Context: an optimization exercise on an open-source flow, tuned for small area and a short achievable clock period. The choices shown serve that exercise and are no tape-out recipe.
In this exercise RTL edits were held to simulation tests only and were not proved equivalent to the original.

`config.mk`:
```
export PLATFORM = sky130hd
export DESIGN_NAME = axis_eth_fcs
export DESIGN_NICKNAME = axis_eth_fcs
export VERILOG_FILES = /design/flow/design.v
export SDC_FILE = /design/flow/constraint.sdc
export NUM_CORES = 4
export LEC_CHECK = 0
export CAP_MARGIN = 20
export CORE_MARGIN = 2
export CORE_UTILIZATION = 40
export SETUP_SLACK_MARGIN = 0.3
export SLEW_MARGIN = 20
export DONT_USE_CELLS += sky130_fd_sc_hd__xor3_1 sky130_fd_sc_hd__xor3_2 sky130_fd_sc_hd__xor3_4 sky130_fd_sc_hd__xnor3_1 sky130_fd_sc_hd__xnor3_2 sky130_fd_sc_hd__xnor3_4
```
`constraint.sdc`:
```
create_clock -name core_clock -period 16.0 [get_ports {clk}]
set_input_delay 3.2000 -clock core_clock [delete_from_list [all_inputs] [get_ports {clk}]]
set_output_delay 3.2000 -clock core_clock [all_outputs]
set_load 0.01 [all_outputs]
```
`design.v`:
```
`timescale 1ns / 1ps
module axis_eth_fcs
(
    input  wire        clk,
    input  wire        rst,
    input  wire [127:0]  input_axis_tdata,
    input  wire [15:0]   input_axis_tstrb,
    input  wire          input_axis_tvalid,
    output wire          input_axis_tready,
    input  wire          input_axis_tlast,
    output wire [31:0] output_fcs,
    output wire        output_fcs_valid
);
reg [31:0] crc_raw;
reg [1:0] crc_pad;
reg crc_restart;
reg fcs_valid_reg;
wire [15:0] s = input_axis_tstrb;
wire [31:0] crc;
wire [31:0] u1, u2, u3;
wire p32 = crc_raw[27] ^ crc_raw[29];
wire p33 = crc_raw[28] ^ crc_raw[30];
wire p34 = crc_raw[25] ^ crc_raw[31];
wire p35 = crc_raw[26] ^ p33;
wire p36 = crc_raw[24] ^ p32;
wire p37 = p34 ^ p36;
wire p38 = crc_raw[26] ^ crc_raw[31];
wire p39 = p32 ^ p38;
wire p40 = crc_raw[24] ^ crc_raw[27];
wire p41 = crc_raw[24] ^ p35;
wire p42 = crc_raw[25] ^ p35;
wire p43 = crc_raw[27] ^ p33;
wire p44 = crc_raw[28] ^ crc_raw[29];
wire p45 = p34 ^ p35;
wire p46 = crc_raw[26] ^ crc_raw[30];
wire p47 = crc_raw[30] ^ p32;
wire p48 = crc_raw[28] ^ p40;
assign u1[0] = p37;
assign u1[1] = p42;
assign u1[2] = p39;
assign u1[3] = p43;
assign u1[4] = crc_raw[31] ^ p44;
assign u1[5] = crc_raw[29] ^ crc_raw[30];
assign u1[6] = crc_raw[25] ^ crc_raw[30] ^ p36;
assign u1[7] = p45;
assign u1[8] = crc_raw[0] ^ p39;
assign u1[9] = crc_raw[1] ^ crc_raw[24] ^ crc_raw[29] ^ p33 ^ p34;
assign u1[10] = crc_raw[2] ^ p40 ^ p46;
assign u1[11] = crc_raw[3] ^ crc_raw[27] ^ crc_raw[28] ^ p34;
assign u1[12] = crc_raw[4] ^ crc_raw[26] ^ p44;
assign u1[13] = crc_raw[5] ^ p47;
assign u1[14] = crc_raw[6] ^ crc_raw[31] ^ p33;
assign u1[15] = crc_raw[7] ^ crc_raw[29] ^ crc_raw[31];
assign u1[16] = crc_raw[8] ^ crc_raw[30] ^ p37;
assign u1[17] = crc_raw[9] ^ p45;
assign u1[18] = crc_raw[10] ^ p39;
assign u1[19] = crc_raw[11] ^ p43;
assign u1[20] = crc_raw[12] ^ crc_raw[25] ^ p48;
assign u1[21] = crc_raw[13] ^ p38 ^ p48;
assign u1[22] = crc_raw[14] ^ crc_raw[24] ^ crc_raw[28] ^ crc_raw[31];
assign u1[23] = crc_raw[15] ^ crc_raw[25] ^ crc_raw[29];
assign u1[24] = crc_raw[16] ^ p37 ^ p46;
assign u1[25] = crc_raw[17] ^ crc_raw[29] ^ p41;
assign u1[26] = crc_raw[18] ^ p34 ^ p47;
assign u1[27] = crc_raw[19] ^ p36 ^ p42;
assign u1[28] = crc_raw[20] ^ p41;
assign u1[29] = crc_raw[21] ^ p32 ^ p34;
assign u1[30] = crc_raw[22] ^ p35 ^ p37;
assign u1[31] = crc_raw[23] ^ p41;
wire q32 = crc_raw[19] ^ crc_raw[21];
wire q33 = crc_raw[20] ^ crc_raw[22];
wire q34 = crc_raw[17] ^ crc_raw[23];
wire q35 = crc_raw[18] ^ crc_raw[24];
wire q36 = crc_raw[16] ^ crc_raw[28];
wire q37 = crc_raw[25] ^ crc_raw[27];
wire q38 = crc_raw[26] ^ crc_raw[29];
wire q39 = crc_raw[30] ^ q32;
wire q40 = crc_raw[31] ^ q33;
wire q41 = crc_raw[24] ^ crc_raw[30];
wire q42 = q34 ^ q39;
wire q43 = crc_raw[25] ^ q35;
wire q44 = crc_raw[23] ^ crc_raw[29];
wire q45 = crc_raw[19] ^ crc_raw[26];
wire q46 = crc_raw[28] ^ q40;
wire q47 = crc_raw[20] ^ crc_raw[31];
wire q48 = crc_raw[22] ^ crc_raw[31];
wire q49 = crc_raw[24] ^ crc_raw[27];
wire q50 = q36 ^ q40;
wire q51 = crc_raw[16] ^ q35;
wire q52 = q32 ^ q34;
wire q53 = q36 ^ q37;
wire q54 = crc_raw[17] ^ crc_raw[28];
wire q55 = q35 ^ q38;
wire q56 = q37 ^ q39;
wire q57 = q41 ^ q45;
wire q58 = crc_raw[21] ^ q37;
wire q59 = crc_raw[17] ^ q36;
wire q60 = crc_raw[30] ^ q34;
wire q61 = crc_raw[21] ^ q49;
wire q62 = crc_raw[27] ^ crc_raw[29];
wire q63 = crc_raw[19] ^ crc_raw[20];
wire q64 = crc_raw[25] ^ q63;
wire q65 = crc_raw[16] ^ q42;
wire q66 = crc_raw[23] ^ q38;
wire q67 = crc_raw[18] ^ q38;
wire q68 = q40 ^ q51;
assign u2[0] = q52 ^ q53;
assign u2[1] = q33 ^ q54 ^ q55;
assign u2[2] = crc_raw[18] ^ q44 ^ q56;
assign u2[3] = q46 ^ q57;
assign u2[4] = q44 ^ q47 ^ q58;
assign u2[5] = crc_raw[21] ^ crc_raw[22] ^ crc_raw[26] ^ crc_raw[28] ^ q41;
assign u2[6] = crc_raw[29] ^ q32 ^ q48 ^ q59;
assign u2[7] = crc_raw[18] ^ crc_raw[29] ^ q33 ^ q60;
assign u2[8] = crc_raw[23] ^ crc_raw[31] ^ q35 ^ q39;
assign u2[9] = q34 ^ q50 ^ q61;
assign u2[10] = crc_raw[19] ^ crc_raw[22] ^ q51 ^ q62;
assign u2[11] = crc_raw[28] ^ q60 ^ q64;
assign u2[12] = crc_raw[21] ^ q47 ^ q55;
assign u2[13] = crc_raw[22] ^ q56;
assign u2[14] = crc_raw[23] ^ crc_raw[26] ^ q46;
assign u2[15] = q44 ^ q61;
assign u2[16] = crc_raw[0] ^ crc_raw[22] ^ q49 ^ q65;
assign u2[17] = crc_raw[1] ^ q34 ^ q43 ^ q46;
assign u2[18] = crc_raw[2] ^ q32 ^ q43 ^ q66;
assign u2[19] = crc_raw[3] ^ q33 ^ q37 ^ q57;
assign u2[20] = crc_raw[4] ^ crc_raw[16] ^ crc_raw[17] ^ q45 ^ q47;
assign u2[21] = crc_raw[5] ^ crc_raw[18] ^ crc_raw[23] ^ q36 ^ q64;
assign u2[22] = crc_raw[6] ^ crc_raw[20] ^ crc_raw[24] ^ q53 ^ q66;
assign u2[23] = crc_raw[7] ^ q38 ^ q41 ^ q54 ^ q58;
assign u2[24] = crc_raw[8] ^ q48 ^ q65 ^ q67;
assign u2[25] = crc_raw[9] ^ crc_raw[21] ^ crc_raw[30] ^ q43 ^ q50;
assign u2[26] = crc_raw[10] ^ crc_raw[25] ^ q38 ^ q48 ^ q52;
assign u2[27] = crc_raw[11] ^ crc_raw[26] ^ q33 ^ q39 ^ q43 ^ q59;
assign u2[28] = crc_raw[12] ^ q50 ^ q67;
assign u2[29] = crc_raw[13] ^ q42 ^ q62;
assign u2[30] = crc_raw[14] ^ q37 ^ q42 ^ q68;
assign u2[31] = crc_raw[15] ^ crc_raw[26] ^ crc_raw[27] ^ q68;
wire r32 = crc_raw[13] ^ crc_raw[31];
wire r33 = crc_raw[12] ^ crc_raw[14];
wire r34 = crc_raw[11] ^ crc_raw[15];
wire r35 = crc_raw[16] ^ crc_raw[25];
wire r36 = crc_raw[21] ^ crc_raw[24];
wire r37 = crc_raw[10] ^ crc_raw[26];
wire r38 = crc_raw[8] ^ crc_raw[9];
wire r39 = crc_raw[17] ^ crc_raw[19];
wire r40 = crc_raw[18] ^ crc_raw[20];
wire r41 = crc_raw[22] ^ crc_raw[29];
wire r42 = crc_raw[23] ^ r33;
wire r43 = r32 ^ r38;
wire r44 = crc_raw[27] ^ r35;
wire r45 = crc_raw[12] ^ crc_raw[30];
wire r46 = crc_raw[13] ^ r34;
wire r47 = crc_raw[22] ^ r37;
wire r48 = crc_raw[21] ^ crc_raw[28];
wire r49 = crc_raw[16] ^ crc_raw[27];
wire r50 = crc_raw[15] ^ r36;
wire r51 = crc_raw[17] ^ crc_raw[20];
wire r52 = crc_raw[18] ^ crc_raw[23];
wire r53 = crc_raw[30] ^ r42;
wire r54 = crc_raw[20] ^ r43;
wire r55 = crc_raw[24] ^ r39;
wire r56 = crc_raw[26] ^ r34;
wire r57 = r33 ^ r44;
wire r58 = crc_raw[11] ^ r41;
wire r59 = crc_raw[14] ^ r32;
wire r60 = crc_raw[28] ^ r42;
wire r61 = crc_raw[8] ^ crc_raw[29];
wire r62 = r35 ^ r53;
wire r63 = crc_raw[9] ^ r40;
wire r64 = r39 ^ r48;
wire r65 = r46 ^ r47;
wire r66 = r40 ^ r49;
wire r67 = crc_raw[28] ^ r39;
wire r68 = r45 ^ r50;
wire r69 = crc_raw[11] ^ crc_raw[14];
wire r70 = crc_raw[25] ^ crc_raw[30];
wire r71 = r36 ^ r70;
wire r72 = crc_raw[15] ^ r60;
wire r73 = crc_raw[16] ^ crc_raw[19];
wire r74 = crc_raw[31] ^ r61;
wire r75 = crc_raw[9] ^ crc_raw[27];
wire r76 = r34 ^ r41;
wire r77 = r45 ^ r51;
wire r78 = crc_raw[10] ^ r52;
wire r79 = crc_raw[14] ^ r43;
wire r80 = crc_raw[17] ^ crc_raw[28];
wire r81 = crc_raw[8] ^ r62;
wire r82 = r41 ^ r46;
assign u3[0] = r54 ^ r55 ^ r56;
assign u3[1] = crc_raw[10] ^ crc_raw[21] ^ r57 ^ r63;
assign u3[2] = r64 ^ r65;
assign u3[3] = r42 ^ r58 ^ r66;
assign u3[4] = crc_raw[13] ^ crc_raw[23] ^ r67 ^ r68;
assign u3[5] = crc_raw[24] ^ r35 ^ r40 ^ r41 ^ r59;
assign u3[6] = crc_raw[23] ^ r54 ^ r69 ^ r71;
assign u3[7] = crc_raw[9] ^ crc_raw[25] ^ crc_raw[31] ^ r33 ^ r47 ^ r50;
assign u3[8] = crc_raw[23] ^ r44 ^ r65;
assign u3[9] = crc_raw[19] ^ r49 ^ r54 ^ r72;
assign u3[10] = r37 ^ r48 ^ r69 ^ r73 ^ r74;
assign u3[11] = r75 ^ r76 ^ r77;
assign u3[12] = crc_raw[16] ^ r32 ^ r45 ^ r48 ^ r78;
assign u3[13] = r55 ^ r58 ^ r59;
assign u3[14] = crc_raw[15] ^ crc_raw[25] ^ r40 ^ r53;
assign u3[15] = crc_raw[26] ^ r32 ^ r50 ^ r73;
assign u3[16] = crc_raw[19] ^ crc_raw[22] ^ crc_raw[24] ^ r44 ^ r56 ^ r79;
assign u3[17] = crc_raw[9] ^ r37 ^ r44 ^ r51 ^ r72;
assign u3[18] = crc_raw[18] ^ crc_raw[29] ^ r36 ^ r37 ^ r46 ^ r49 ^ r80;
assign u3[19] = crc_raw[18] ^ crc_raw[30] ^ r57 ^ r58 ^ r67;
assign u3[20] = crc_raw[11] ^ crc_raw[24] ^ crc_raw[28] ^ crc_raw[29] ^ r38 ^ r45 ^ r52;
assign u3[21] = crc_raw[25] ^ r34 ^ r37 ^ r61 ^ r77;
assign u3[22] = crc_raw[8] ^ r39 ^ r66 ^ r68;
assign u3[23] = crc_raw[22] ^ r32 ^ r35 ^ r63 ^ r64;
assign u3[24] = crc_raw[0] ^ r36 ^ r76 ^ r78 ^ r79;
assign u3[25] = crc_raw[1] ^ r32 ^ r47 ^ r51 ^ r81;
assign u3[26] = crc_raw[2] ^ crc_raw[17] ^ r36 ^ r52 ^ r56 ^ r59 ^ r75;
assign u3[27] = crc_raw[3] ^ crc_raw[11] ^ r40 ^ r43 ^ r47 ^ r57 ^ r80;
assign u3[28] = crc_raw[4] ^ crc_raw[10] ^ crc_raw[27] ^ r36 ^ r40 ^ r60 ^ r74;
assign u3[29] = crc_raw[5] ^ crc_raw[9] ^ crc_raw[19] ^ crc_raw[28] ^ r71 ^ r82;
assign u3[30] = crc_raw[6] ^ crc_raw[10] ^ r38 ^ r55 ^ r62 ^ r82;
assign u3[31] = crc_raw[7] ^ crc_raw[10] ^ crc_raw[18] ^ crc_raw[19] ^ r81;
assign crc = crc_pad == 2'd0 ? crc_raw :
             crc_pad == 2'd1 ? u1 :
             crc_pad == 2'd2 ? u2 : u3;
assign input_axis_tready = 1'b1;
assign output_fcs = ~crc;
assign output_fcs_valid = fcs_valid_reg;
wire [31:0] c = crc | {32{crc_restart}};
wire [3:0] sw;
assign sw[0] = s[12];
assign sw[1] = s[8] & ~s[12];
assign sw[2] = s[4] & ~s[8];
assign sw[3] = ~s[4];
wire pad0 = ~s[1] | (s[2] & ~s[3]) | (s[4] & ~s[5]) | (s[6] & ~s[7]) |
            (s[8] & ~s[9]) | (s[10] & ~s[11]) | (s[12] & ~s[13]) | (s[14] & ~s[15]);
wire pad1 = ~s[1] | (s[1] & ~s[2]) | (s[4] & ~s[5]) | (s[5] & ~s[6]) |
            (s[8] & ~s[9]) | (s[9] & ~s[10]) | (s[12] & ~s[13]) | (s[13] & ~s[14]);
wire [127:0] dm;
genvar b;
generate
    for (b = 0; b < 16; b = b + 1) begin : mask
        if (b % 4 == 0) begin : keep
            assign dm[8*b +: 8] = input_axis_tdata[8*b +: 8];
        end else begin : zero
            assign dm[8*b +: 8] = input_axis_tdata[8*b +: 8] & {8{s[b]}};
        end
    end
endgenerate
wire [127:0] x0 = dm ^ {96'h0, c};
wire [127:0] w;
assign w[31:0]   = x0[31:0] & {32{sw[0]}};
assign w[63:32]  = (x0[63:32] & {32{sw[0]}}) | (x0[31:0] & {32{sw[1]}});
assign w[95:64]  = (x0[95:64] & {32{sw[0]}}) | (x0[63:32] & {32{sw[1]}}) |
                   (x0[31:0] & {32{sw[2]}});
assign w[127:96] = (x0[127:96] & {32{sw[0]}}) | (x0[95:64] & {32{sw[1]}}) |
                   (x0[63:32] & {32{sw[2]}}) | (x0[31:0] & {32{sw[3]}});
wire [31:0] t;
wire x128 = w[5] ^ w[14];
wire x129 = w[29] ^ w[75];
wire x130 = w[33] ^ w[103];
wire x131 = w[6] ^ w[44];
wire x132 = w[7] ^ w[36];
wire x133 = w[8] ^ w[37];
wire x134 = w[47] ^ w[67];
wire x135 = w[3] ^ w[76];
wire x136 = w[4] ^ w[77];
wire x137 = w[10] ^ w[96];
wire x138 = w[12] ^ w[98];
wire x139 = w[22] ^ x128;
wire x140 = w[24] ^ w[80];
wire x141 = w[30] ^ w[68];
wire x142 = w[48] ^ w[69];
wire x143 = w[11] ^ w[32];
wire x144 = w[23] ^ w[71];
wire x145 = w[2] ^ w[118];
wire x146 = w[15] ^ w[27];
wire x147 = w[17] ^ w[70];
wire x148 = w[18] ^ w[45];
wire x149 = w[46] ^ w[99];
wire x150 = w[83] ^ x130;
wire x151 = w[16] ^ w[28];
wire x152 = w[34] ^ w[35];
wire x153 = w[57] ^ x131;
wire x154 = w[20] ^ x135;
wire x155 = w[72] ^ w[101];
wire x156 = w[21] ^ x136;
wire x157 = w[38] ^ w[39];
wire x158 = w[25] ^ w[41];
wire x159 = w[31] ^ w[74];
wire x160 = w[43] ^ w[119];
wire x161 = w[49] ^ w[122];
wire x162 = w[56] ^ w[73];
wire x163 = w[78] ^ w[100];
wire x164 = w[13] ^ w[26];
wire x165 = w[50] ^ w[123];
wire x166 = w[95] ^ w[120];
wire x167 = w[19] ^ x129;
wire x168 = w[51] ^ w[124];
wire x169 = w[52] ^ w[125];
wire x170 = w[94] ^ x133;
wire x171 = w[53] ^ w[126];
wire x172 = w[79] ^ x132;
wire x173 = w[54] ^ w[127];
wire x174 = w[40] ^ w[110];
wire x175 = w[0] ^ w[9];
wire x176 = w[102] ^ x140;
wire x177 = x137 ^ x139;
wire x178 = w[1] ^ w[85];
wire x179 = w[62] ^ w[82];
wire x180 = w[104] ^ x142;
wire x181 = w[58] ^ w[114];
wire x182 = w[59] ^ w[115];
wire x183 = w[61] ^ w[84];
wire x184 = w[63] ^ w[65];
wire x185 = w[81] ^ x141;
wire x186 = w[97] ^ x143;
wire x187 = w[112] ^ x162;
wire x188 = w[42] ^ w[92];
wire x189 = w[64] ^ w[66];
wire x190 = w[105] ^ x152;
wire x191 = w[113] ^ x153;
wire x192 = w[86] ^ w[106];
wire x193 = w[87] ^ w[107];
wire x194 = w[88] ^ w[108];
wire x195 = w[60] ^ w[89];
wire x196 = w[109] ^ x157;
wire x197 = w[90] ^ w[117];
wire x198 = w[116] ^ x134;
wire x199 = x138 ^ x144;
wire x200 = w[93] ^ x164;
wire x201 = w[121] ^ x147;
wire x202 = w[91] ^ w[111];
wire x203 = w[55] ^ x150;
wire x204 = x146 ^ x160;
wire x205 = x151 ^ x166;
wire x206 = x149 ^ x156;
wire x207 = x155 ^ x173;
wire x208 = x169 ^ x191;
wire x209 = x148 ^ x174;
wire x210 = x171 ^ x181;
wire x211 = x145 ^ x170;
wire x212 = x158 ^ x163;
wire x213 = w[100] ^ x179;
wire x214 = x159 ^ x165;
wire x215 = x183 ^ x188;
wire x216 = x128 ^ x154;
wire x217 = x167 ^ x192;
wire x218 = x184 ^ x190;
wire x219 = x150 ^ x182;
wire x220 = w[48] ^ x178;
wire x221 = w[66] ^ x196;
wire x222 = x172 ^ x177;
wire x223 = w[40] ^ x176;
wire x224 = x168 ^ x187;
wire x225 = w[94] ^ x198;
wire x226 = x129 ^ x161;
wire x227 = x186 ^ x204;
wire x228 = w[15] ^ x189;
wire x229 = w[19] ^ x130;
wire x230 = w[25] ^ w[47];
wire x231 = w[56] ^ x199;
wire x232 = x180 ^ x205;
wire x233 = w[16] ^ x201;
wire x234 = w[57] ^ x200;
wire x235 = w[18] ^ w[58];
wire x236 = w[29] ^ x175;
wire x237 = w[65] ^ x194;
wire x238 = x171 ^ x193;
wire x239 = w[23] ^ w[67];
wire x240 = w[52] ^ x220;
wire x241 = w[86] ^ x195;
wire x242 = w[32] ^ w[69];
wire x243 = w[53] ^ w[70];
wire x244 = w[22] ^ x197;
wire x245 = w[72] ^ w[76];
wire x246 = w[46] ^ w[89];
wire x247 = w[62] ^ w[121];
wire x248 = w[77] ^ x185;
wire x249 = x202 ^ x207;
wire x250 = w[111] ^ x223;
wire x251 = w[42] ^ x211;
wire x252 = w[7] ^ w[74];
wire x253 = w[8] ^ x182;
wire x254 = w[1] ^ x159;
wire x255 = w[60] ^ x203;
wire x256 = x177 ^ x212;
wire x257 = w[2] ^ x228;
wire x258 = w[4] ^ w[79];
wire x259 = w[101] ^ x230;
wire x260 = x178 ^ x231;
wire x261 = x214 ^ x232;
wire x262 = w[27] ^ w[96];
wire x263 = w[31] ^ x134;
wire x264 = w[33] ^ x155;
wire x265 = w[43] ^ x180;
wire x266 = w[45] ^ w[120];
wire x267 = w[49] ^ x168;
wire x268 = w[83] ^ x149;
wire x269 = x213 ^ x262;
wire x270 = x216 ^ x217;
wire x271 = w[12] ^ x206;
wire x272 = w[13] ^ x170;
wire x273 = w[28] ^ w[97];
wire x274 = w[50] ^ x169;
wire x275 = w[71] ^ w[102];
wire x276 = x131 ^ x163;
wire x277 = x193 ^ x272;
wire x278 = w[6] ^ x139;
wire x279 = w[38] ^ x156;
wire x280 = w[51] ^ x238;
wire x281 = w[59] ^ w[98];
wire x282 = w[106] ^ x161;
wire x283 = w[20] ^ w[78];
wire x284 = w[61] ^ x165;
wire x285 = w[73] ^ x240;
wire x286 = w[80] ^ x167;
wire x287 = x221 ^ x241;
wire x288 = x286 ^ x287;
wire x289 = w[21] ^ w[91];
wire x290 = w[87] ^ x160;
wire x291 = w[90] ^ w[108];
wire x292 = w[116] ^ x243;
wire x293 = w[11] ^ w[35];
wire x294 = w[30] ^ x147;
wire x295 = w[41] ^ x172;
wire x296 = w[54] ^ x208;
wire x297 = w[88] ^ x166;
wire x298 = x133 ^ x140;
wire x299 = x134 ^ x144;
wire x300 = w[93] ^ x210;
wire x301 = x132 ^ x209;
wire x302 = w[17] ^ w[92];
wire x303 = w[105] ^ x143;
wire x304 = x244 ^ x303;
wire x305 = w[9] ^ w[15];
wire x306 = w[68] ^ w[99];
wire x307 = w[81] ^ w[103];
wire x308 = w[125] ^ x194;
wire x309 = w[126] ^ x195;
wire x310 = x224 ^ x251;
wire x311 = x173 ^ x248;
wire x312 = w[7] ^ w[95];
wire x313 = w[14] ^ x225;
wire x314 = w[121] ^ x179;
wire x315 = w[3] ^ w[34];
wire x316 = w[44] ^ w[104];
wire x317 = x138 ^ x145;
wire x318 = x148 ^ x149;
wire x319 = x175 ^ x176;
wire x320 = x183 ^ x227;
wire x321 = x185 ^ x255;
wire x322 = x187 ^ x256;
wire x323 = w[10] ^ w[63];
wire x324 = w[75] ^ x215;
wire x325 = w[117] ^ x190;
wire x326 = w[119] ^ x135;
wire x327 = x164 ^ x229;
wire x328 = x185 ^ x259;
wire x329 = x191 ^ x213;
wire x330 = x258 ^ x261;
wire x331 = w[64] ^ x181;
wire x332 = w[85] ^ x218;
wire x333 = x132 ^ x266;
wire x334 = x136 ^ x270;
wire x335 = x233 ^ x265;
wire x336 = x234 ^ x264;
wire x337 = x263 ^ x331;
wire x338 = x267 ^ x268;
wire x339 = w[32] ^ x146;
wire x340 = w[48] ^ w[119];
wire x341 = w[73] ^ w[84];
wire x342 = x161 ^ x192;
wire x343 = x189 ^ x216;
wire x344 = x201 ^ x273;
wire x345 = x218 ^ x274;
wire x346 = x219 ^ x235;
wire x347 = x271 ^ x340;
wire x348 = x277 ^ x346;
wire x349 = w[82] ^ w[84];
wire x350 = x148 ^ x152;
wire x351 = x163 ^ x282;
wire x352 = x198 ^ x278;
wire x353 = x236 ^ x237;
wire x354 = x279 ^ x352;
wire x355 = x280 ^ x281;
wire x356 = w[6] ^ x222;
wire x357 = w[102] ^ w[104];
wire x358 = w[107] ^ x141;
wire x359 = x133 ^ x239;
wire x360 = x283 ^ x356;
wire x361 = x284 ^ x358;
wire x362 = x288 ^ x359;
wire x363 = w[27] ^ w[112];
wire x364 = w[45] ^ x151;
wire x365 = w[78] ^ x129;
wire x366 = x131 ^ x158;
wire x367 = x154 ^ x174;
wire x368 = x168 ^ x242;
wire x369 = x222 ^ x289;
wire x370 = x291 ^ x292;
wire x371 = x174 ^ x296;
wire x372 = x196 ^ x202;
wire x373 = x206 ^ x236;
wire x374 = x215 ^ x245;
wire x375 = x257 ^ x293;
wire x376 = x294 ^ x297;
wire x377 = x299 ^ x376;
wire x378 = w[43] ^ x157;
wire x379 = w[55] ^ x246;
wire x380 = w[107] ^ x199;
wire x381 = w[118] ^ x188;
wire x382 = x247 ^ x300;
wire x383 = w[3] ^ w[113];
wire x384 = w[28] ^ w[65];
wire x385 = w[118] ^ x138;
wire x386 = x219 ^ x249;
wire x387 = x269 ^ x383;
wire x388 = w[4] ^ w[114];
wire x389 = w[13] ^ x137;
wire x390 = w[35] ^ x276;
wire x391 = w[87] ^ x260;
wire x392 = w[93] ^ w[122];
wire x393 = x145 ^ x302;
wire x394 = x154 ^ x159;
wire x395 = x304 ^ x392;
wire x396 = x388 ^ x394;
wire x397 = w[24] ^ w[34];
wire x398 = w[39] ^ w[55];
wire x399 = x186 ^ x239;
wire x400 = w[49] ^ x154;
wire x401 = w[124] ^ x138;
wire x402 = x141 ^ x175;
wire x403 = x146 ^ x212;
wire x404 = w[23] ^ w[113];
wire x405 = w[42] ^ x197;
wire x406 = w[50] ^ x306;
wire x407 = w[59] ^ x308;
wire x408 = x156 ^ x158;
wire x409 = x234 ^ x305;
wire x410 = x254 ^ x405;
wire x411 = w[26] ^ w[39];
wire x412 = w[109] ^ x226;
wire x413 = w[11] ^ w[22];
wire x414 = w[81] ^ w[127];
wire x415 = x413 ^ x414;
wire x416 = w[19] ^ x310;
wire x417 = w[111] ^ w[115];
wire x418 = w[120] ^ x184;
wire x419 = x203 ^ x252;
wire x420 = x417 ^ x418;
wire x421 = x419 ^ x420;
wire x422 = w[8] ^ x224;
wire x423 = w[17] ^ w[83];
wire x424 = w[5] ^ w[99];
wire x425 = w[30] ^ w[79];
wire x426 = x205 ^ x252;
wire x427 = x210 ^ x245;
wire x428 = x250 ^ x424;
wire x429 = w[0] ^ w[26];
wire x430 = w[46] ^ x214;
wire x431 = w[76] ^ x253;
wire x432 = w[80] ^ w[122];
wire x433 = w[109] ^ x311;
wire x434 = w[63] ^ w[110];
wire x435 = w[123] ^ x144;
wire x436 = w[20] ^ x312;
wire x437 = w[41] ^ x242;
wire x438 = w[0] ^ x153;
wire x439 = w[24] ^ x290;
wire x440 = w[64] ^ x165;
wire x441 = w[96] ^ x309;
wire x442 = w[16] ^ w[21];
wire x443 = w[5] ^ x197;
wire x444 = w[14] ^ w[98];
wire x445 = x137 ^ x142;
wire x446 = x314 ^ x444;
wire x447 = x445 ^ x446;
wire x448 = w[90] ^ x142;
assign t[0] = w[62] ^ w[91] ^ x147 ^ x184 ^ x225 ^ x226 ^ x254 ^ x315 ^ x316 ^ x317 ^ x318 ^ x319 ^ x320 ^ x321 ^ x322;
assign t[1] = x186 ^ x257 ^ x260 ^ x318 ^ x323 ^ x324 ^ x325 ^ x326 ^ x327 ^ x328 ^ x329 ^ x330;
assign t[2] = x143 ^ x176 ^ x269 ^ x317 ^ x332 ^ x333 ^ x334 ^ x335 ^ x336 ^ x337 ^ x338;
assign t[3] = w[36] ^ x275 ^ x276 ^ x328 ^ x339 ^ x341 ^ x342 ^ x343 ^ x344 ^ x345 ^ x347 ^ x348;
assign t[4] = w[37] ^ w[60] ^ w[85] ^ x155 ^ x172 ^ x228 ^ x261 ^ x275 ^ x327 ^ x349 ^ x350 ^ x351 ^ x353 ^ x354 ^ x355;
assign t[5] = w[103] ^ x207 ^ x233 ^ x237 ^ x285 ^ x325 ^ x338 ^ x339 ^ x357 ^ x360 ^ x361 ^ x362;
assign t[6] = w[1] ^ x170 ^ x192 ^ x195 ^ x221 ^ x231 ^ x268 ^ x290 ^ x345 ^ x363 ^ x364 ^ x365 ^ x366 ^ x367 ^ x368 ^ x369 ^ x370;
assign t[7] = w[33] ^ w[45] ^ w[100] ^ w[106] ^ x164 ^ x244 ^ x273 ^ x280 ^ x295 ^ x298 ^ x371 ^ x372 ^ x373 ^ x374 ^ x375 ^ x377;
assign t[8] = w[16] ^ x248 ^ x249 ^ x256 ^ x263 ^ x285 ^ x298 ^ x301 ^ x315 ^ x353 ^ x363 ^ x378 ^ x379 ^ x380 ^ x381 ^ x382;
assign t[9] = w[40] ^ x180 ^ x200 ^ x215 ^ x258 ^ x278 ^ x350 ^ x362 ^ x370 ^ x384 ^ x385 ^ x386 ^ x387;
assign t[10] = w[54] ^ w[75] ^ x221 ^ x229 ^ x259 ^ x301 ^ x384 ^ x389 ^ x390 ^ x391 ^ x393 ^ x395 ^ x396;
assign t[11] = w[66] ^ w[88] ^ w[115] ^ w[123] ^ x202 ^ x209 ^ x211 ^ x270 ^ x295 ^ x336 ^ x347 ^ x357 ^ x397 ^ x398 ^ x399;
assign t[12] = w[58] ^ w[119] ^ x166 ^ x187 ^ x188 ^ x190 ^ x229 ^ x246 ^ x250 ^ x277 ^ x354 ^ x400 ^ x401 ^ x402 ^ x403;
assign t[13] = w[47] ^ w[101] ^ w[106] ^ w[112] ^ w[121] ^ x152 ^ x232 ^ x307 ^ x360 ^ x378 ^ x404 ^ x406 ^ x407 ^ x408 ^ x409 ^ x410;
assign t[14] = w[51] ^ w[82] ^ w[105] ^ w[107] ^ x146 ^ x181 ^ x186 ^ x223 ^ x251 ^ x309 ^ x335 ^ x369 ^ x390 ^ x404 ^ x411 ^ x412;
assign t[15] = w[38] ^ w[52] ^ w[92] ^ w[95] ^ w[97] ^ w[101] ^ w[105] ^ w[114] ^ x135 ^ x151 ^ x172 ^ x175 ^ x199 ^ x204 ^ x209 ^ x219 ^ x282 ^ x284 ^ x291 ^ x294 ^ x298 ^ x366 ^ x415;
assign t[16] = w[3] ^ w[72] ^ w[75] ^ w[82] ^ x136 ^ x139 ^ x151 ^ x196 ^ x200 ^ x227 ^ x243 ^ x299 ^ x351 ^ x361 ^ x416 ^ x421;
assign t[17] = w[9] ^ w[68] ^ w[84] ^ w[94] ^ w[108] ^ w[116] ^ x157 ^ x204 ^ x247 ^ x264 ^ x330 ^ x343 ^ x365 ^ x371 ^ x380 ^ x397 ^ x422 ^ x423;
assign t[18] = w[67] ^ w[108] ^ w[117] ^ x148 ^ x201 ^ x208 ^ x305 ^ x332 ^ x341 ^ x368 ^ x389 ^ x398 ^ x408 ^ x412 ^ x425 ^ x426 ^ x427 ^ x428;
assign t[19] = w[6] ^ w[42] ^ w[71] ^ w[85] ^ w[97] ^ w[118] ^ x130 ^ x169 ^ x189 ^ x210 ^ x217 ^ x233 ^ x293 ^ x301 ^ x322 ^ x429 ^ x430 ^ x431 ^ x432 ^ x433;
assign t[20] = w[25] ^ w[26] ^ w[29] ^ w[45] ^ w[69] ^ w[70] ^ w[77] ^ w[86] ^ x176 ^ x183 ^ x222 ^ x238 ^ x306 ^ x329 ^ x386 ^ x400 ^ x416 ^ x434 ^ x435;
assign t[21] = w[18] ^ w[33] ^ w[61] ^ w[124] ^ x177 ^ x208 ^ x211 ^ x226 ^ x237 ^ x249 ^ x279 ^ x302 ^ x337 ^ x391 ^ x406 ^ x429 ^ x436 ^ x437;
assign t[22] = w[13] ^ w[23] ^ w[51] ^ w[56] ^ w[88] ^ w[125] ^ x158 ^ x161 ^ x253 ^ x265 ^ x288 ^ x289 ^ x300 ^ x307 ^ x312 ^ x313 ^ x323 ^ x374 ^ x385 ^ x423 ^ x430 ^ x438;
assign t[23] = w[39] ^ w[58] ^ w[70] ^ w[99] ^ x179 ^ x209 ^ x267 ^ x285 ^ x304 ^ x311 ^ x313 ^ x316 ^ x324 ^ x409 ^ x431 ^ x436 ^ x439 ^ x440 ^ x441;
assign t[24] = w[34] ^ w[53] ^ w[77] ^ w[127] ^ x178 ^ x180 ^ x217 ^ x235 ^ x274 ^ x281 ^ x307 ^ x326 ^ x349 ^ x377 ^ x395 ^ x422 ^ x428 ^ x442;
assign t[25] = w[0] ^ w[10] ^ w[72] ^ w[102] ^ x162 ^ x198 ^ x218 ^ x220 ^ x266 ^ x296 ^ x314 ^ x320 ^ x334 ^ x355 ^ x379 ^ x432 ^ x435;
assign t[26] = w[24] ^ w[47] ^ w[63] ^ w[74] ^ w[123] ^ x151 ^ x162 ^ x173 ^ x193 ^ x194 ^ x206 ^ x240 ^ x247 ^ x283 ^ x321 ^ x333 ^ x342 ^ x375 ^ x401 ^ x427 ^ x438 ^ x443;
assign t[27] = w[112] ^ w[124] ^ x153 ^ x227 ^ x241 ^ x292 ^ x295 ^ x308 ^ x319 ^ x348 ^ x433 ^ x440 ^ x442 ^ x447;
assign t[28] = w[38] ^ w[54] ^ w[91] ^ w[109] ^ w[110] ^ w[126] ^ x134 ^ x141 ^ x167 ^ x235 ^ x246 ^ x275 ^ x310 ^ x387 ^ x407 ^ x426 ^ x437 ^ x439 ^ x443;
assign t[29] = w[8] ^ w[59] ^ w[127] ^ x155 ^ x160 ^ x167 ^ x203 ^ x208 ^ x230 ^ x297 ^ x344 ^ x372 ^ x381 ^ x396 ^ x402 ^ x434 ^ x441 ^ x448;
assign t[30] = w[64] ^ w[68] ^ w[71] ^ w[89] ^ x140 ^ x271 ^ x313 ^ x367 ^ x382 ^ x393 ^ x403 ^ x411 ^ x415 ^ x421 ^ x448;
assign t[31] = w[17] ^ w[43] ^ w[44] ^ w[61] ^ w[73] ^ w[95] ^ x145 ^ x189 ^ x200 ^ x207 ^ x250 ^ x253 ^ x255 ^ x364 ^ x373 ^ x399 ^ x410 ^ x425 ^ x447;
always @(posedge clk or posedge rst) begin
    if (rst) begin
        crc_restart <= 1'b1;
        fcs_valid_reg <= 1'b0;
    end else begin
        fcs_valid_reg <= input_axis_tvalid & input_axis_tlast;
        if (input_axis_tvalid) begin
            crc_restart <= input_axis_tlast;
        end
    end
end
always @(posedge clk) begin
    if (input_axis_tvalid) begin
        crc_raw <= t;
        crc_pad <= {pad1, pad0};
    end
end
endmodule
```
`flow/run.sh`:
```
#!/bin/bash
set -euo pipefail
cd "$(dirname "$0")/.."
if [[ -f flow/extra.mk ]]; then cat flow/extra.mk >> config.mk; fi
mapfile -t ARGS < <(grep -v '^\s*$' flow/args.txt)
bash standard.sh synth > flow_synth.log 2>&1
bash standard.sh "${ARGS[@]}" finish > flow_finish.log 2>&1
```
`flow/args.txt`:
```
SETUP_SLACK_MARGIN=9.25
BUFFER_PORTS_ARGS=-buffer_cell sky130_fd_sc_hd__buf_2
RECOVER_POWER=100
```
`flow/extra.mk`:
```
export DONT_USE_CELLS += sky130_fd_sc_hd__xor3_1 sky130_fd_sc_hd__xor3_2 sky130_fd_sc_hd__xor3_4 sky130_fd_sc_hd__xnor3_1 sky130_fd_sc_hd__xnor3_2 sky130_fd_sc_hd__xnor3_4
```
`standard.sh`:
```
#!/bin/bash
# synth_recipe.tcl (not shown) runs the flow's synth.tcl, then flattens the netlist and writes it again
# the make line also repeats each setting of config.mk as NAME=value (left out here)
make -C /OpenROAD-flow-scripts/flow DESIGN_CONFIG=/design/flow/config.mk WORK_HOME=/design/flow/orfs CLKGATE_MAP_FILE= SYNTH_SCRIPT=/design/flow/synth_recipe.tcl "${@:-finish}"
```
==> results of run 1 <==
-- worst register-to-register path: stages, from the launching register on --
cell      delay [ns]
edfxtp_1        0.32
clkbuf_1        1.38
clkinv_1        0.83
nand2_1         0.19
clkbuf_1        0.84
nor3_1          0.16
nor3_1          0.75
a31oi_1         0.44
xnor2_1         0.29
a221oi_2        1.16
xnor2_2         0.14
buf_4           0.23
xnor2_4         0.32
xor2_1          0.21
xnor2_1         0.10
xnor2_1         0.37
xnor2_1         0.23
xnor2_1         0.17
-- how the worst max path moves through the flow --
stage                        start                     to  slack (ns)  cells after the start
2_1_floorplan  input_axis_tstrb[8]  crc_raw[16]$_DFFE_PP_        9.41                     14
3_5_place_dp   input_axis_tstrb[4]  crc_raw[28]$_DFFE_PP_        7.70                     13
5_1_grt        input_axis_tstrb[4]   crc_raw[9]$_DFFE_PP_        6.50                     14
4_1_cts        input_axis_tstrb[4]  crc_raw[28]$_DFFE_PP_        9.22                     15
3_3_place_gp   input_axis_tstrb[4]  crc_raw[28]$_DFFE_PP_        7.74                     13
6_report       input_axis_tstrb[4]   crc_raw[9]$_DFFE_PP_        6.48                     14
-- per-stage QoR --
stage                     worst slack (ns)  instances  area, sq um  hold WS, ns  utilization [%]
after CTS                             9.22       2740        19400         1.32             46.4
final                                 6.48       2756        19800         1.36             47.4
after global placement                7.74       2710        18500         1.31             44.2
after floorplan                       9.41       2026        16800        0.849                -
after detailed placement              7.70       2710        18500         1.30             44.2
after global routing                  6.50       2756        19800         1.37             47.4
-- logic make-up after synthesis --
logic type / synth area share [%]
muxes: 2.79
other: 0.0223
DFF: 6.37
and+or+nand+nor: 8.73
xor gates and xnor gates: 65.4
AOI/OAI and AO/OA: 13.0
buffers and inverters: 3.60
-- what timing repair did --
| action | in CTS | in global routing |
|---|---|---|
| endpoints found under the setup margin | 38 | 36 |
| setup buffers | 22 | 16 |
| gates cloned | 0 | 0 |
| resized for setup | 95 | 69 |
| pin swaps | 9 | 8 |
| hold buffers | 0 | 0 |
-- Yosys cell counts (all sizes together) (9+ instances only) --
cell	n
nand2	157
xor2	259
inv	15
a222oi	25
a22oi	34
xnor2	947
edfxtp	34
a221oi	14
clkbuf	66
nand3	16
nor3	19
nor2	61
o211ai	16
o21ai	38
and2	28
buf	40
mux2	9
mux2i	32
a22o	18
a211oi	14
a21oi	51
-- final cells by class --
class | count | area (sq um)
clock inverters | 1 | 8.76
fillers | 4209 | 22000
clock buffers | 7 | 133
flip-flops and latches | 36 | 1070
repair buffers | 289 | 1740
inverters | 18 | 67.6
multi-input cells | 1866 | 16100
well taps | 539 | 674
-- routing by layer --
metal | vias up | global-route usage, % | share of wire, %
met4 | 0 | 31.4 | 9.3
met5 | - | 0 | 0
met2 | 1115 | 70.3 | 45
met1 | 8034 | 51.9 | 37
li1 | 7077 | - | -
met3 | 335 | 6.37 | 8.9
==> impl_results.md, run 1 <==
* Total GRT Usage at 43.2%
* IO Count at 182
* Final Wtd Congestion at 1.11
* YS warnings at 1
* Clock Pin Slew Worst Setup and Hold Paths at 0.06 ns
* Worst Clk Skew at 0.00960 ns
* CORE AREA at 41800 sq um
* Crit-path cells: clkbuf_1 > inv_1 > clkbuf_1 > nand2_1 > o211ai_1 > a311oi_2 > clkbuf_1 > xnor2_1 > xnor2_1 > xnor2_1 > xnor2_1 > xnor2_1 > xnor2_1 > xnor2_1
* Critical Path AT at 9.54 ns
* Post-synth EDFFs at 34
* Delay-heaviest family, CP: buffers and inverters
* Syn avg cell area at 8.31 sq um
* Number of cells on the worst hold path at 4
* Worst path max stage delay at 1.37 ns
* Total grt overflow at 0
* Biggest regs: crc_raw: 32 flops, crc_pad: 2 flops
* Vias/cell at 6.01
* Most area-consuming cells after synthesis: xnor2_1 47%, xor2_1 13%, edfxtp_1 6.1%
* Number of cell rows at 75
* Hold path endpoint: crc_restart$_DFFE_PP1P_
* Buffers on Ports at 179
* Final min period at 9.52 ns
* Post-synth top area share at 47.1%
* RSZ-0062 raised after global routing: yes
* DRT Wirelength at 96700 um
* Critical hold path startpoint: crc_restart$_DFFE_PP1P_
* Reg2reg setup slack at 7.62 ns
* Tightest Pin Transition at 2.01 ns
* Type of origin of the critical path: input pin
* Diode count at 0
* Post-DP HPWL at 81300 um
* Top_reg_cell synth: edfxtp_1
* Pin count of the biggest net entering global routing at 51
* Sequential element share of the synthesized area at 6.37%
* SO Faults: max-capacitance violations, max-slew violations
* CTS Buf Count at 5
* Most frequent cells in the layout: 849 x xnor2_1, 228 x xor2_1, 157 x nand2_1, 156 x buf_2, 93 x buf_4
* P&R area growth vs syn at 17.5%
* Starting Density at 40.3%
* Flops & latches, synth at 36
* TritonRoute pass-1 iters at 9
* Fraction of layout cells with a size suffix above 1 at 20.9%
* Cell taking the most area after synthesis: xnor2_1
* Launch point of the worst reg-to-reg path: crc_pad[0]$_DFFE_PP_
* Largest register by flop count: crc_raw
* Finish-stage setup viols at 0
* Largest register FFs at 32
* Crit-path max FO at 26
* Fmax at 105 MHz
* Worst path bufs/invs at 4
* Slowest cell on the critical path: clkbuf_1
* Drt drc at 0
* Netlist cell types at 79
* Vias in the first global route at 16000
* ANT nets after route at 0
* Async S/R FF share, synth at 5.56%
* CTS sink count at 36
* Worst min path class: reg2reg
* Critical Path Most Common Cell: xnor2_1
* Setup TNS at 0 ns
* Vias at 16600
* Worst R2R Path Depth at 17
* Status: failed layout checks
* Synth Instances at 2026
* CP endpoint kind: flop
* Slew Limit Fails at 119
* Nets@finish at 2364
* Chip width at 209 um
* Syn Nets at 2174
* Root Buffer: clkbuf_16
* Capturing point of the worst reg2reg path: crc_raw[27]$_DFFE_PP_
* Cell area after synthesis at 16800 sq um
* Antenna violations before repair at 0
* Die H at 209 um
* CTS tree: done
* Detailed Route Iter0 Violations at 2034
* Full die area at 43700 sq um
* Share of the clock period used by the worst path at 59.5%
* Clk buf depth at 2
* Crit Path Category: in2reg
* Max cap viols at 4
* Worst slew margin at -34.1%
* WL/cell at 35.1 um
* Clock insertion delay at the later pin of the skew report at 0.29 ns
* Final hold violations at 0
* CTS H-tree depth at 2
* First-pass GRT wire length at 130000 um
* Worst EP required at 16.03 ns
* Most common cell after layout, fill and taps aside: xnor2_1
==> run 2: changes to the inputs <==
==> flow/args.txt (replaced) <==
SETUP_SLACK_MARGIN=9.25
BUFFER_PORTS_ARGS=-buffer_cell sky130_fd_sc_hd__buf_2
==> impl_results.md, run 2 <==
* Clk buf depth at 2 (unchanged)
* Vias at 16600 (about the same)
* Tightest Pin Transition at 1.37 ns (was 2.01 ns)
* Type of origin of the critical path: input pin (unchanged)
* Count leader, synth: xnor2_1 (unchanged)
* Max cap viols at 0 (was 4)
* M2 GR Usage at 70.3% (unchanged)
* Largest register FFs at 32 (unchanged)
* Slew Limit Fails at 0 (was 119)
* Global route hottest layer: met2 (unchanged)
* Drt drc at 0 (unchanged)
* Number of cells on the worst hold path at 4 (unchanged)
* Worst slew margin at 8.76% (was -34.1%)
* Share of the clock period used by the worst path at 41.9% (was 59.5%)
* Number of cell rows at 75 (unchanged)
* Area occupied by multi-input gates at 16200 sq um (was 16100 sq um)
* Cell area after synthesis at 16800 sq um (unchanged)
* Synth Area in Adders at 0% (unchanged)
* Launch point of the worst reg-to-reg path: crc_raw[20]$_DFFE_PP_ (was crc_pad[0]$_DFFE_PP_)
* Most common cell after layout, fill and taps aside: xnor2_1 (unchanged)
* Buffers on Ports at 179 (unchanged)
* Worst Clk Skew at 0.0102 ns (was 0.00960 ns)
* FF/Latch Area at 1070 sq um (unchanged)
* Vias in the first global route at 16000 (unchanged)
* RSZ-0062 raised after global routing: yes (unchanged)
* Routing usage on met1 at 51.9% (unchanged)
* Die H at 209 um (unchanged)
* Pin count of the biggest net entering global routing at 51 (unchanged)
* Syn Nets at 2174 (unchanged)
* Mux contribution to synthesized area at 2.79% (unchanged)
* Largest register by flop count: crc_raw (unchanged)
* Synth Instances at 2026 (unchanged)
* Final min period at 6.71 ns (was 9.52 ns)
* WL/cell at 35.0 um (was 35.1 um)
* Met3 Use GR at 6.37% (unchanged)
* Most frequent cells in the layout: 836 x xnor2_1, 228 x xor2_1, 177 x buf_2, 156 x nand2_1, 102 x buf_4 (was 849 x xnor2_1, 228 x xor2_1, 157 x nand2_1, 156 x buf_2, 93 x buf_4)
* Vias/cell at 6.01 (about the same)
* Netlist cell types at 79 (unchanged)
* Diode count at 0 (unchanged)
* Worst R2R Path Depth at 15 (was 17)
* Crit Path Category: in2reg (unchanged)
* Chip width at 209 um (unchanged)
* Final hold violations at 0 (unchanged)
* Worst setup path start: input_axis_tstrb[2] (was input_axis_tstrb[4])
* CTS tree: done (unchanged)
* CTS Hold Buffers Added at 0 (unchanged)
* Synth top cells by count: 905 x xnor2_1, 254 x xor2_1, 157 x nand2_1, 66 x clkbuf_1, 60 x nor2_1 (unchanged)
* Root Buffer: clkbuf_16 (unchanged)
* Sequential element share of the synthesized area at 6.37% (unchanged)
* Clock insertion delay at the later pin of the skew report at 0.29 ns (about the same)
* ANT nets after route at 0 (unchanged)
* DRT Wirelength at 96500 um (was 96700 um)
* Hold path endpoint: crc_restart$_DFFE_PP1P_ (unchanged)
* Critical Path AT at 6.74 ns (was 9.54 ns)
* Post-DP HPWL at 81300 um (unchanged)
* Post-synthesis compound-gate area fraction at 13.0% (unchanged)
* CP endpoint kind: flop (unchanged)
* Nets@finish at 2364 (unchanged)
* Antenna violations before repair at 0 (unchanged)
* Biggest regs: crc_raw: 32 flops, crc_pad: 2 flops (unchanged)
* Top_reg_cell synth: edfxtp_1 (unchanged)
* Status: no timing/DRC/antenna violations (was failed layout checks)
* Cell taking the most area after synthesis: xnor2_1 (unchanged)
* Reg2reg setup slack at 9.72 ns (was 7.62 ns)
* Critical hold path startpoint: crc_restart$_DFFE_PP1P_ (unchanged)
* CTS sink count at 36 (unchanged)
* Worst min path class: reg2reg (unchanged)
* Syn avg cell area at 8.31 sq um (unchanged)
* Worst EP required at 16.03 ns (about the same)
* Most area-consuming cells after synthesis: xnor2_1 47%, xor2_1 13%, edfxtp_1 6.1% (unchanged)
* P&R area growth vs syn at 18.7% (was 17.5%)
* Starting Density at 40.3% (unchanged)
* CORE AREA at 41800 sq um (unchanged)
* Crit-path max FO at 11 (was 26)
* Total GRT Usage at 43.2% (unchanged)
* IO Count at 182 (unchanged)
* CTS H-tree depth at 2 (unchanged)
* Full die area at 43700 sq um (unchanged)
* Post-synthesis simple-gate area fraction at 8.73% (unchanged)
* Final Wtd Congestion at 1.11 (unchanged)
* Flops & latches, synth at 36 (unchanged)
* Fmax at 149 MHz (was 105 MHz)
* Finish-stage setup viols at 0 (unchanged)
* Total grt overflow at 0 (unchanged)
* Filler instances at 4168 (was 4209)
* Synth Area in XOR/XNOR at 65.4% (unchanged)
* YS warnings at 1 (unchanged)
* First-pass GRT wire length at 130000 um (unchanged)
* Async S/R FF share, synth at 5.56% (unchanged)
* Detailed Route Iter0 Violations at 1988 (was 2034)
* Fraction of layout cells with a size suffix above 1 at 23.3% (was 20.9%)
* Post-synth EDFFs at 34 (unchanged)
* CTS Buf Count at 5 (unchanged)
* Capturing point of the worst reg2reg path: crc_raw[27]$_DFFE_PP_ (unchanged)
* TritonRoute pass-1 iters at 9 (unchanged)
* Post-synth top area share at 47.1% (unchanged)
* Setup TNS at 0 ns (unchanged)
* Clock Pin Slew Worst Setup and Hold Paths at 0.06 ns (about the same)
* Largest family of logic cells by synthesized area: XOR/XNOR gates (unchanged)
-- run 2: changes by cell type in the layout (fill, tap and decap cells not counted), sizes merged --
cell    change
clkbuf     -31
buf        +31
-- run 2: cell type report --
| cell class | count | share of cell area (%) |
|---|---|---|
| clock buffer | 7 | 0.663 |
| clock inverter | 1 | 0.0438 |
| inverter | 18 | 0.338 |
| multi-input combinational | 1866 | 81.2 |
| sequential | 36 | 5.36 |
| tap | 539 | 3.37 |
| timing repair buffer | 289 | 9.06 |
-- run 2: critical path: stages --
cell and delay (ns):
buf_2 0.34, nand2_1 0.14, xnor2_1 0.79, a22o_1 0.47
xor2_2 0.40, xor2_1 0.35, xnor2_1 0.18, xnor2_2 0.34
xor2_1 0.23, xnor2_1 0.17, xnor2_1 0.12
-- run 2: cells by family (layout without fill, tap and decap cells) --
family	count (synthesis)	count (layout)
muxes	43	43
DFF	36	36
buffers and inverters	124	315
AOI/OAI and AO/OA	289	289
and+or+nand+nor	327	327
other	1	1
xor gates and xnor gates	1206	1206
-- run 2: worst max path at each step --
stage | end | slack [ns]
2_1_floorplan | crc_raw[16]$_DFFE_PP_ | 9.41
3_3_place_gp | crc_raw[28]$_DFFE_PP_ | 7.74
3_5_place_dp | crc_raw[28]$_DFFE_PP_ | 7.70
4_1_cts | crc_raw[28]$_DFFE_PP_ | 9.22
5_1_grt | crc_raw[26]$_DFFE_PP_ | 9.23
6_report | crc_raw[22]$_DFFE_PP_ | 9.29
-- run 2: routing by layer --
metal / vias to the layer above / routed length [um]
li1: 7073 / -
met1: 7996 / 35300
met2: 1142 / 43100
met3: 347 / 8920
met4: 0 / 9150
met5: - / 0
-- run 2: timing repair --
item                                    CTS  global route
buffers inserted                         22            16
pin swaps                                 9             8
endpoints found under the setup margin   38            36
gates resized for setup                  95            69
-- run 2: metrics by stage --
step | setup slack, ns | hold slack [ns] | cells | util [%] | area [sq um]
3_3_place_gp | 7.74 | 1.31 | 2710 | 44.2 | 18500
4_1_cts | 9.22 | 1.32 | 2740 | 46.4 | 19400
6_report | 9.29 | 1.35 | 2756 | 47.9 | 20000
2_1_floorplan | 9.41 | 0.849 | 2026 | - | 16800
3_5_place_dp | 7.70 | 1.30 | 2710 | 44.2 | 18500
5_1_grt | 9.23 | 1.38 | 2756 | 47.9 | 20000
==> run 3: changes to the inputs <==
==> flow/args.txt (replaced) <==
SETUP_SLACK_MARGIN=9.25
BUFFER_PORTS_ARGS=-buffer_cell sky130_fd_sc_hd__buf_1
==> impl_results.md, run 3 <==
* Status: no timing/DRC/antenna violations (unchanged)
* Chip width at 209 um (unchanged)
* Max cap viols at 0 (unchanged)
* CORE AREA at 41800 sq um (unchanged)
* CTS H-tree depth at 2 (unchanged)
* Crit-path max FO at 38 (was 11)
* Final hold violations at 0 (unchanged)
* Critical hold path startpoint: crc_restart$_DFFE_PP1P_ (unchanged)
* Hold slack at 1.32 ns (was 1.35 ns)
* Slew Limit Fails at 0 (unchanged)
* Full die area at 43700 sq um (unchanged)
* Largest register by flop count: crc_raw (unchanged)
* Clk buf depth at 2 (unchanged)
* Async S/R FF share, synth at 5.56% (unchanged)
* Number of cell rows at 75 (unchanged)
* ANT nets after route at 0 (unchanged)
* IO Count at 182 (unchanged)
* Worst setup path start: input_axis_tstrb[4] (was input_axis_tstrb[2])
* Worst slew margin at 24.2% (was 8.76%)
* Fmax at 147 MHz (was 149 MHz)
* DRT Wirelength at 97700 um (was 96500 um)
* Capturing point of the worst reg2reg path: crc_raw[27]$_DFFE_PP_ (unchanged)
* # placed instances at 2716 (was 2710)
* Cell area after synthesis at 16800 sq um (unchanged)
* Reg2reg setup slack at 9.75 ns (was 9.72 ns)
* Fraction of layout cells with a size suffix above 1 at 15.3% (was 23.3%)
* Die H at 209 um (unchanged)
* Syn Nets at 2174 (unchanged)
* Clock insertion delay at the later pin of the skew report at 0.30 ns (was 0.29 ns)
* CTS sink count at 36 (unchanged)
* Worst min path class: reg2reg (unchanged)
* YS warnings at 1 (unchanged)
* Vias/cell at 6.01 (about the same)
* RSZ-0062 raised after global routing: yes (unchanged)
* CTS tree: done (unchanged)
* Root Buffer: clkbuf_16 (unchanged)
* Total grt overflow at 0 (unchanged)
* Tightest Pin Transition at 1.13 ns (was 1.37 ns)
* Layout Cells excl Fill at 2757 (was 2756)
* Most area-consuming cells after synthesis: xnor2_1 47%, xor2_1 13%, edfxtp_1 6.1% (unchanged)
* Nets@finish at 2363 (was 2364)
* Finish-stage setup viols at 0 (unchanged)
* Worst EP required at 16.05 ns (was 16.03 ns)
* Syn avg cell area at 8.31 sq um (unchanged)
* TritonRoute pass-1 iters at 6 (was 9)
* Launch point of the worst reg-to-reg path: crc_raw[22]$_DFFE_PP_ (was crc_raw[20]$_DFFE_PP_)
* Worst R2R Path Depth at 15 (unchanged)
* Antenna violations before repair at 1 (was 0)
* Most frequent cells in the layout: 843 x xnor2_1, 225 x xor2_1, 174 x buf_1, 153 x nand2_1, 100 x buf_4 (was 836 x xnor2_1, 228 x xor2_1, 177 x buf_2, 156 x nand2_1, 102 x buf_4)
* Critical Path AT at 6.87 ns (was 6.74 ns)
* Flops & latches, synth at 36 (unchanged)
* Biggest regs: crc_raw: 32 flops, crc_pad: 2 flops (unchanged)
* Starting Density at 40.3% (unchanged)
* Top_reg_cell synth: edfxtp_1 (unchanged)
* Worst Setup EP: crc_raw[18]$_DFFE_PP_ (was crc_raw[22]$_DFFE_PP_)
* Crit Path Category: in2reg (unchanged)
* Buffers on Ports at 179 (unchanged)
* Synth Instances at 2026 (unchanged)
* Vias in the first global route at 15900 (was 16000)
* P&R area growth vs syn at 17.9% (was 18.7%)
* Post-synth EDFFs at 34 (unchanged)
* First-pass GRT wire length at 132000 um (was 130000 um)
* Final min period at 6.82 ns (was 6.71 ns)
* Synth top cells by count: 905 x xnor2_1, 254 x xor2_1, 157 x nand2_1, 66 x clkbuf_1, 60 x nor2_1 (unchanged)
* Sequential element share of the synthesized area at 6.37% (unchanged)
* Detailed Route Iter0 Violations at 2081 (was 1988)
* Final Wtd Congestion at 1.09 (was 1.11)
* Count leader, synth: xnor2_1 (unchanged)
* Vias at 16600 (about the same)
* Type of origin of the critical path: input pin (unchanged)
* CTS Buf Count at 5 (unchanged)
* Post-DP HPWL at 81800 um (was 81300 um)
* Pin count of the biggest net entering global routing at 51 (unchanged)
* Setup TNS at 0 ns (unchanged)
* Clock Pin Slew Worst Setup and Hold Paths at 0.06 ns (about the same)
* Drt drc at 0 (unchanged)
* Filler instances at 4184 (was 4168)
* Largest register FFs at 32 (unchanged)
* Total GRT Usage at 44.0% (was 43.2%)
* Netlist cell types at 79 (unchanged)
* Worst Clk Skew at 0.00874 ns (was 0.0102 ns)
* Cell taking the most area after synthesis: xnor2_1 (unchanged)
* CP endpoint kind: flop (unchanged)
* WL/cell at 35.4 um (was 35.0 um)
* Post-synth top area share at 47.1% (unchanged)
* Most common cell after layout, fill and taps aside: xnor2_1 (unchanged)
* Share of the clock period used by the worst path at 42.6% (was 41.9%)
[run 3: cell counts after synthesis]
Identical to the previous run, type by type.
[run 3: layer usage]
metal / global-route usage, % / routed length (um)
met5: 0 / 0
met4: 29.6 / 8490
met3: 7.06 / 8550
met2: 71.4 / 43800
met1: 53.7 / 36800
[run 3: how the worst min path moves through the flow]
| stage | endpoint | slack [ns] | cells past startpoint |
|---|---|---|---|
| 6_report | crc_restart$_DFFE_PP1P_ | 1.32 | 4 |
| 5_1_grt | crc_restart$_DFFE_PP1P_ | 1.34 | 4 |
| 4_1_cts | crc_restart$_DFFE_PP1P_ | 1.27 | 4 |
| 3_5_place_dp | crc_restart$_DFFE_PP1P_ | 1.26 | 4 |
| 3_3_place_gp | crc_restart$_DFFE_PP1P_ | 1.23 | 4 |
| 2_1_floorplan | crc_restart$_DFFE_PP1P_ | 0.85 | 3 |
[run 3: final cells by class]
type | instances | area [sq um] | share of cell area, %
Multi-Input combinational cell | 1866 | 16300 | 82.0
Timing Repair Buffer | 288 | 1600 | 8.08
Inverter | 18 | 67.6 | 0.341
Antenna cell | 2 | 5.00 | 0.0252
Tap cell | 539 | 674 | 3.40
Sequential cell | 36 | 1070 | 5.40
Clock inverter | 3 | 17.5 | 0.0883
Clock buffer | 5 | 125 | 0.631
[run 3: through the flow]
stage | worst slack, ns | cell area (sq um) | utilization (%)
final | 9.18 | 19800 | 47.5
after global placement | 7.19 | 18300 | 43.7
after floorplan | 9.41 | 16800 | -
after CTS | 9.25 | 19200 | 46.1
after global routing | 9.15 | 19800 | 47.5
after detailed placement | 7.21 | 18300 | 43.8
[run 3: logic make-up (layout without fill, tap and decap cells)]
family / Yosys count / count (layout) / share of synthesized area, %
xor+xnor: 1206 / 1206 / 65.4
buf+inv: 124 / 314 / 3.60
mux: 43 / 43 / 2.79
flops: 36 / 36 / 6.37
other cells: 1 / 3 / 0.0223
simple gates: 327 / 327 / 8.73
compound gates: 289 / 289 / 13.0
[run 3: critical path: stages]
cell,delay [ns]
buf_1,0.08
buf_6,0.28
inv_1,0.11
nor2_2,0.20
buf_12,0.27
a222oi_1,0.13
a21boi_4,0.23
xnor2_1,0.82
xnor2_1,0.23
xnor2_1,0.18
xnor2_1,0.14
xnor2_1,0.62
xnor2_1,0.16
xnor2_1,0.17
[run 3: what timing repair did]
item | in CTS | in global routing
pin swaps | 4 | 15
setup buffers | 17 | 14
endpoints found under the setup margin | 33 | 32
resized for setup | 109 | 68
cloned | 0 | 0
hold buffers | 0 | 0
==> run 4: changes to the inputs <==
--- a/flow/run.sh
+++ b/flow/run.sh
@@ -6,2 +6,7 @@
 bash standard.sh synth > flow_synth.log 2>&1
+RES=orfs/results/${FLOW_PLATFORM}/axis_eth_fcs/base
+cp $RES/1_2_yosys.v flow_1_2_yosys_standard.v
+LIB=$(ls ${FLOW_HOME}/platforms/${FLOW_PLATFORM}/lib/sky130_fd_sc_hd__tt_025C_1v80.lib)
+python3 flow/downsize.py $RES/1_2_yosys.v $LIB > flow_downsize.log 2>&1
+touch $RES/1_2_yosys.v
 bash standard.sh "${ARGS[@]}" finish > flow_finish.log 2>&1
==> flow/downsize.py (new file) <==
#!/usr/bin/env python3
"""Set every combinational cell of a synthesized netlist to its smallest
drive strength (_1, or _0 where the platform has no _1 ... as listed in the
liberty file); flip-flops keep their cells. The timing repair later sizes up
what the constraints need."""
import re, sys
net, lib = sys.argv[1], sys.argv[2]
cells = set(re.findall(r'^\s*cell\s*\(\s*"?(sky130_fd_sc_hd__\w+?)"?\s*\)', open(lib).read(), re.M))
dont = set(sys.argv[3:])
def smallest(name):
    m = re.match(r'(sky130_fd_sc_hd__[a-z0-9]+?)_(\d+)$', name)
    if not m:
        return name
    base = m.group(1)
    if re.match(r'sky130_fd_sc_hd__(e?df|sdf|dl|conb|tap|fill|decap|clk)', base):
        return name
    for d in ("1", "0"):
        cand = "%s_%s" % (base, d)
        if cand in cells and cand not in dont:
            if int(d) < int(m.group(2)):
                return cand
            return name
    return name
src = open(net).read()
n = [0]
def sub(mo):
    new = smallest(mo.group(1))
    if new != mo.group(1):
        n[0] += 1
    return new + mo.group(2)
out = re.sub(r'\b(sky130_fd_sc_hd__\w+)(\s+[\\\w])', sub, src)
open(net, "w").write(out)
print("downsized", n[0], "cells")
==> impl_results.md, run 4 <==
* CORE AREA at 39800 sq um (was 41800 sq um)
* Total GRT Usage at 44.5% (was 44.0%)
* Type of origin of the critical path: input pin (unchanged)
* Clk buf depth at 2 (unchanged)
* Vias in the first global route at 15800 (was 15900)
* Post-DP HPWL at 78400 um (was 81800 um)
* Cell area after synthesis at 16100 sq um (was 16800 sq um)
* Critical Path AT at 6.85 ns (was 6.87 ns)
* Share of the clock period used by the worst path at 42.4% (was 42.6%)
* Final hold violations at 0 (unchanged)
* YS warnings at 1 (unchanged)
* Synth Instances at 2026 (unchanged)
* CTS Hold Buffers Added at 0 (unchanged)
* Die H at 205 um (was 209 um)
* Root Buffer: clkbuf_16 (unchanged)
* Total grt overflow at 0 (unchanged)
* Fraction of layout cells with a size suffix above 1 at 14.6% (was 15.3%)
* Most frequent cells in the layout: 854 x xnor2_1, 230 x xor2_1, 173 x buf_1, 154 x nand2_1, 128 x buf_4 (was 843 x xnor2_1, 225 x xor2_1, 174 x buf_1, 153 x nand2_1, 100 x buf_4)
* Pin count of the biggest net entering global routing at 54 (was 51)
* Status: no timing/DRC/antenna violations (unchanged)
* First-pass GRT wire length at 129000 um (was 132000 um)
* Hold slack at 1.29 ns (was 1.32 ns)
* Starting Density at 40.5% (was 40.3%)
* Final Wtd Congestion at 1.07 (was 1.09)
* CTS H-tree depth at 2 (unchanged)
* Slew Limit Fails at 0 (unchanged)
* Syn avg cell area at 7.97 sq um (was 8.31 sq um)
* Worst min path class: reg2reg (unchanged)
* Crit Path Category: in2reg (unchanged)
* Drt drc at 0 (unchanged)
* WL/cell at 34.5 um (was 35.4 um)
* Antenna violations before repair at 1 (unchanged)
* Number of cell rows at 73 (was 75)
* Setup TNS at 0 ns (unchanged)
* Fmax at 147 MHz (about the same)
* CTS Buf Count at 5 (unchanged)
* ANT nets after route at 0 (unchanged)
* Tightest Pin Transition at 1.26 ns (was 1.13 ns)
* Clock Pin Slew Worst Setup and Hold Paths at 0.06 ns (about the same)
* TritonRoute pass-1 iters at 6 (unchanged)
* P&R area growth vs syn at 23.1% (was 17.9%)
* IO Count at 182 (unchanged)
* CTS tree: done (unchanged)
* RSZ-0062 raised after global routing: yes (unchanged)
* CP endpoint kind: flop (unchanged)
## run 4: per-layer routing
metal  global-route usage [%]  share of wire [%]  routed length (um)
met5                        0                  0                   0
met4                     29.2                8.9                8490
met3                     7.03                 10                9750
met2                     70.1                 43               40800
met1                     56.2                 38               36500
## run 4: critical path, stage by stage
cell	delay [ns]
buf_2	0.29
nand2_1	0.22
xnor2_2	0.38
xnor2_1	0.25
xnor2_2	0.38
mux2i_1	0.18
xnor2_2	0.53
xnor2_1	0.31
xnor2_2	0.46
xor2_1	0.21
xnor2_1	0.10
xnor2_1	0.34
## run 4: final timing paths
kind	cells past startpoint	from	slack, ns	endpoint
hold reg to reg	4	crc_restart$_DFFE_PP1P_	1.29	crc_restart$_DFFE_PP1P_
setup reg to reg	13	crc_raw[21]$_DFFE_PP_	9.88	crc_raw[13]$_DFFE_PP_
min in group asynchronous	2	rst	2.71	fcs_valid_reg$_DFF_PP0_
max in group asynchronous	2	rst	13.09	crc_restart$_DFFE_PP1P_
setup / recovery	12	input_axis_tstrb[1]	9.22	crc_raw[13]$_DFFE_PP_
hold / removal	4	crc_restart$_DFFE_PP1P_	1.29	crc_restart$_DFFE_PP1P_
## run 4: final cells by class
class,count,area (sq um)
Multi-Input combinational cell,1866,16100
Inverter,18,71.3
Tap cell,525,657
Timing Repair Buffer,319,1870
Clock buffer,5,125
Fill cell,4061,19900
Sequential cell,36,1070
Clock inverter,3,17.5
## run 4: through the flow
| step | setup WS (ns) | util, % | cell area [sq um] |
|---|---|---|---|
| floorplan | 9.33 | - | 16100 |
| global placement | 7.43 | 44.7 | 17800 |
| detailed placement | 7.41 | 44.7 | 17800 |
| CTS | 9.16 | 48.0 | 19100 |
| global route | 9.17 | 49.9 | 19900 |
| finish | 9.22 | 49.9 | 19900 |
## run 4: timing repair
item,CTS,global route
pin swaps,13,21
resized for setup,154,72
endpoints found under the hold margin,0,0
gates cloned,0,3
setup endpoints to repair,38,37
setup buffers,19,30

re-timing with driven ports:
Ports are ideal in the flow. The routed layouts listed here were re-timed in OpenROAD.
Step 1 assumes that a clkbuf_16 drives the clock port and a buf_2 every other input.
Step 2 moves the port delays by t, midway between the first and last clock arrival at a register: inputs arrive t later, outputs are due t later. That takes back most of the time a late clock gives input paths.
Three values: ideal ports, drivers, drivers and shift; two values: the first two.
run	shift t [ns]	setup WS [ns]	worst register clock-pin slew, ns	worst slew at a driven data input, ns	cell pins on the clock port's net
run 1	0.326	6.483 / 6.505 / 6.179	0.06 / 0.06	0.07	1
run 2	0.326	9.288 / 9.302 / 8.976	0.06 / 0.06	0.07	1
run 3	0.343	9.180 / 9.203 / 8.861	0.06 / 0.06	0.07	1
run 4	0.333	9.220 / 9.220 / 8.887	0.07 / 0.07	0.08	1
The setup slack of run 4, which loses most, moves by 0.000 ns with the drivers and by -0.333 ns with both steps.
